Context: an optimization exercise on an open-source flow, tuned for small area and a short achievable clock period. The choices shown serve that exercise and are no tape-out recipe. Where RTL was checked, it was by simulation tests only, not by an equivalence proof against the original. The clock input has no modelled driver; a real chip could not lean on it and would need a root buffer or a full tree. Power figures rest on the tool's default switching activity, not on a simulated workload.

fjord:
Design reservation_station, start of the top module:
module reservation_station #(
    parameter RS_SIZE = 8,
    parameter PR_BITS = 6,
    parameter ROB_SIZE = 16,
    parameter ROB_BITS = $clog2(ROB_SIZE)
)(
    input  logic clk,
    input  logic rst,
    input  logic                  dispatch_en,
    input  logic [PR_BITS-1:0]    src1,
    input  logic [PR_BITS-1:0]    src2,
    input  logic [PR_BITS-1:0]    dst,
    input  logic                  src1_ready,
    input  logic                  src2_ready,
    input  logic                  use_imm,
    input  logic [31:0]           imm,
    input  logic [ROB_BITS-1:0]   alloc_rob_idx,
    input  logic                  dispatch_is_branch,
    input  logic [31:0]           dispatch_pc,
    input logic [1:0] dispatch_br_type,
    input  logic                  wb_valid,
    input  logic [PR_BITS-1:0]    wb_phys,
    input  logic                  issue_grant,
    output logic [1:0] issue_br_type,
    output logic                  issue_valid,
    output logic [PR_BITS-1:0]    issue_src1,
    output logic [PR_BITS-1:0]    issue_src2,
    output logic [PR_BITS-1:0]    issue_dst,
    output logic                  issue_use_imm,
    output logic [31:0]           issue_imm,
    output logic                  issue_is_branch,
    output logic [31:0]           issue_pc,
    output logic [ROB_BITS-1:0]   issue_rob_idx,
    output logic [$clog2(RS_SIZE)-1:0] issue_idx,
    output logic                  rs_full
);
==> flow/config.mk <==
export PLATFORM = sky130hd
export DESIGN_NAME = reservation_station
export DESIGN_NICKNAME = reservation_station
export VERILOG_FILES = /design/flow/design.v
export SDC_FILE = /design/flow/constraint.sdc
export NUM_CORES = 4
export LEC_CHECK = 0
export CAP_MARGIN = 20
export CORE_MARGIN = 2
export CORE_UTILIZATION = 40
export PLACE_DENSITY = 0.6
export SETUP_SLACK_MARGIN = 1.6
export SLEW_MARGIN = 20
==> flow/constraint.sdc <==
create_clock -name core_clock -period 4.5 [get_ports {clk}]
set_input_delay 0.9000 -clock core_clock [delete_from_list [all_inputs] [get_ports {clk}]]
set_output_delay 0.9000 -clock core_clock [all_outputs]
set_load 0.01 [all_outputs]
standard.sh (not shown) runs the stock make flow with config.mk's settings and CLKGATE_MAP_FILE= SYNTH_SCRIPT=/design/flow/synth_recipe.tcl, a recipe that flattens the netlist after the stock synthesis.
==> flow/flow/run.sh <==
#!/bin/bash
# Standard ORFS layout, with plain buffers on the ports instead of the
# delay-cell buffers that buffer_ports picks by default.
set -euo pipefail
EXTRA=()
[[ -f flow/extra.mk ]] && while IFS= read -r l; do [[ -n "$l" ]] && EXTRA+=("$l"); done < flow/extra.mk
bash standard.sh "BUFFER_PORTS_ARGS=-buffer_cell sky130_fd_sc_hd__buf_1" "${EXTRA[@]}" finish > flow_standard.log 2>&1
==> flow/flow/extra.mk <==
Edits applied to the flow inputs when going from fjord to pepper:
==> flow/flow/extra.mk <==
CTS_ARGS=-sink_clustering_enable -repair_clock_nets -dont_use_dummy_load -sink_clustering_size 30 -sink_clustering_max_diameter 80
-- flow/config.mk --
<<< fjord, line 9
export CORE_MARGIN = 2
export CORE_UTILIZATION = 40
export PLACE_DENSITY = 0.6
export SETUP_SLACK_MARGIN = 1.6
export SLEW_MARGIN = 20
>>> pepper, line 9
export CORE_MARGIN = 2
export CORE_UTILIZATION = 65
export PLACE_DENSITY = 0.75
export SETUP_SLACK_MARGIN = 2.0
export SLEW_MARGIN = 20
## What came out
- pepper did not stop at any stage, and its layout met the timing, design-rule and antenna checks.
- fjord finished every stage and its layout cleared the timing, design-rule and antenna checks.
- Against fjord, final critical delay including setup and external delays in pepper came out better.
- Going from fjord to pepper, net switching share of the total power grows by 0.74 points.
- Compared with fjord, in pepper via count about even; total setup buffers inserted after CTS saw an increase; setup slack of the critical path after layout +0.020 ns.
- Looking at worst setup path startpoint, the sel_q[0][5]$_DFF_PP0_ result is from fjord; the sel_q[0][7]$_DFF_PP0_ one comes from pepper.
Function was not checked in any run of this note: the RTL went through the layout flow alone.


Another version of the RTL of reservation_station (not shown whole).
Size: roughly 770 flip-flops.
clock: 4.5 ns
lec_check: 0
cap_margin: 20
core_margin: 2
core_utilization: 65
place_density: 0.75
setup_slack_margin: 2.2
slew_margin: 20
tns_end_percent: 5
==> flow/flow/run.sh <==
#!/bin/bash
# Standard ORFS layout, with plain buffers on the ports instead of the
# delay-cell buffers that buffer_ports picks by default, extra settings from
# flow/extra.mk, and flow/post_cts.tcl run at the end of CTS.
set -euo pipefail
EXTRA=()
[[ -f flow/extra.mk ]] && while IFS= read -r l; do [[ -n "$l" ]] && EXTRA+=("$l"); done < flow/extra.mk
bash standard.sh "BUFFER_PORTS_ARGS=-buffer_cell sky130_fd_sc_hd__buf_1" "POST_CTS_TCL=$PWD/flow/post_cts.tcl" "${EXTRA[@]}" finish > flow_standard.log 2>&1
==> flow/flow/extra.mk <==
CTS_ARGS=-sink_clustering_enable -repair_clock_nets -dont_use_dummy_load -sink_clustering_size 24 -sink_clustering_max_diameter 80
==> flow/flow/post_cts.tcl <==
set block [ord::get_db_block]
set root [$block findInst clkbuf_0_clk]
if {$root != "NULL"} {
  set in_net [[$root findITerm A] getNet]
  set out_net [[$root findITerm X] getNet]
  set loads {}
  foreach it [$out_net getITerms] {
    if {[$it getInst] != $root} { lappend loads $it }
  }
  if {[llength $loads] <= 4 && [llength [$out_net getBTerms]] == 0} {
    puts "post_cts: removing [$root getName], clock port now feeds [llength $loads] buffers"
    foreach it $loads {
      $it disconnect
      $it connect $in_net
    }
    odb::dbInst_destroy $root
    odb::dbNet_destroy $out_net
    estimate_parasitics -placement
    repair_timing_helper
    detailed_placement
    check_placement -verbose
  } else {
    puts "post_cts: root buffer kept ([llength $loads] loads)"
  }
}
The baseline passed the timing, design-rule and antenna checks.
Change:
==> flow/flow/extra.mk (replaced) <==
CTS_ARGS=-sink_clustering_enable -repair_clock_nets -dont_use_dummy_load -sink_clustering_size 24 -sink_clustering_max_diameter 80
DONT_USE_CELLS=sky130_fd_sc_hd__probe_p_8 sky130_fd_sc_hd__probec_p_8 sky130_fd_sc_hd__lpflow_bleeder_1 sky130_fd_sc_hd__lpflow_clkbufkapwr_1 sky130_fd_sc_hd__lpflow_clkbufkapwr_16 sky130_fd_sc_hd__lpflow_clkbufkapwr_2 sky130_fd_sc_hd__lpflow_clkbufkapwr_4 sky130_fd_sc_hd__lpflow_clkbufkapwr_8 sky130_fd_sc_hd__lpflow_clkinvkapwr_1 sky130_fd_sc_hd__lpflow_clkinvkapwr_16 sky130_fd_sc_hd__lpflow_clkinvkapwr_2 sky130_fd_sc_hd__lpflow_clkinvkapwr_4 sky130_fd_sc_hd__lpflow_clkinvkapwr_8 sky130_fd_sc_hd__lpflow_decapkapwr_12 sky130_fd_sc_hd__lpflow_decapkapwr_3 sky130_fd_sc_hd__lpflow_decapkapwr_4 sky130_fd_sc_hd__lpflow_decapkapwr_6 sky130_fd_sc_hd__lpflow_decapkapwr_8 sky130_fd_sc_hd__lpflow_inputiso0n_1 sky130_fd_sc_hd__lpflow_inputiso0p_1 sky130_fd_sc_hd__lpflow_inputiso1n_1 sky130_fd_sc_hd__lpflow_inputiso1p_1 sky130_fd_sc_hd__lpflow_inputisolatch_1 sky130_fd_sc_hd__lpflow_isobufsrc_1 sky130_fd_sc_hd__lpflow_isobufsrc_16 sky130_fd_sc_hd__lpflow_isobufsrc_2 sky130_fd_sc_hd__lpflow_isobufsrc_4 sky130_fd_sc_hd__lpflow_isobufsrc_8 sky130_fd_sc_hd__lpflow_isobufsrckapwr_16 sky130_fd_sc_hd__lpflow_lsbuf_lh_hl_isowell_tap_1 sky130_fd_sc_hd__lpflow_lsbuf_lh_hl_isowell_tap_2 sky130_fd_sc_hd__lpflow_lsbuf_lh_hl_isowell_tap_4 sky130_fd_sc_hd__lpflow_lsbuf_lh_isowell_4 sky130_fd_sc_hd__lpflow_lsbuf_lh_isowell_tap_1 sky130_fd_sc_hd__lpflow_lsbuf_lh_isowell_tap_2 sky130_fd_sc_hd__lpflow_lsbuf_lh_isowell_tap_4 sky130_fd_sc_hd__or3_1 sky130_fd_sc_hd__or3_2 sky130_fd_sc_hd__or3_4 sky130_fd_sc_hd__or4_1 sky130_fd_sc_hd__or4_2 sky130_fd_sc_hd__or4_4 sky130_fd_sc_hd__or3b_1 sky130_fd_sc_hd__or3b_2 sky130_fd_sc_hd__or3b_4 sky130_fd_sc_hd__or4b_1 sky130_fd_sc_hd__or4b_2 sky130_fd_sc_hd__or4b_4 sky130_fd_sc_hd__or4bb_1 sky130_fd_sc_hd__or4bb_2 sky130_fd_sc_hd__or4bb_4
SETUP_SLACK_MARGIN = 2.0   (was 2.2)
Effect: Final area goes up slightly. Fmax goes up by a few percent. Die area barely changes. Worst setup slack improved by 0.11 ns.

-- re-timing with driven ports --
In the flow no input, the clock included, has a driving cell. The finished layouts below were timed again as built, in two steps. Step 1 sets driving cells, clkbuf_16 on the clock port and buf_2 on the other inputs (assumed; they add their load-dependent delay and slew). Step 2, shift: input delay + t, output delay - t, t = (earliest + latest rising clock arrival at the registers) / 2. This alone moves slack from input paths to output paths. Three values: ideal ports, drivers, drivers and shift; two values: the first two.
run | t (ns) | slack for setup (ns) | worst hold slack (ns) | latest minus earliest clock arrival (ns)
fjord | 0.675 | 1.552 / 1.494 / 0.897 | 0.459 / 0.427 / 0.517 | 0.023 / 0.023
pepper | 0.612 | 1.572 / 1.517 / 1.454 | 0.435 / 0.406 / 0.537 | 0.059 / 0.058
the first run of note 2 | 0.501 | 1.763 / 1.640 / 1.425 | 0.520 / 0.479 / 0.520 | 0.054 / 0.054
the second run of note 2 | 0.503 | 1.875 / 1.755 / 1.437 | 0.535 / 0.494 / 0.535 | 0.055 / 0.054
After both steps every run listed still meets setup and hold. The setup slack of fjord, which loses most, moves by -0.058 ns with the drivers and by -0.655 ns with both steps.
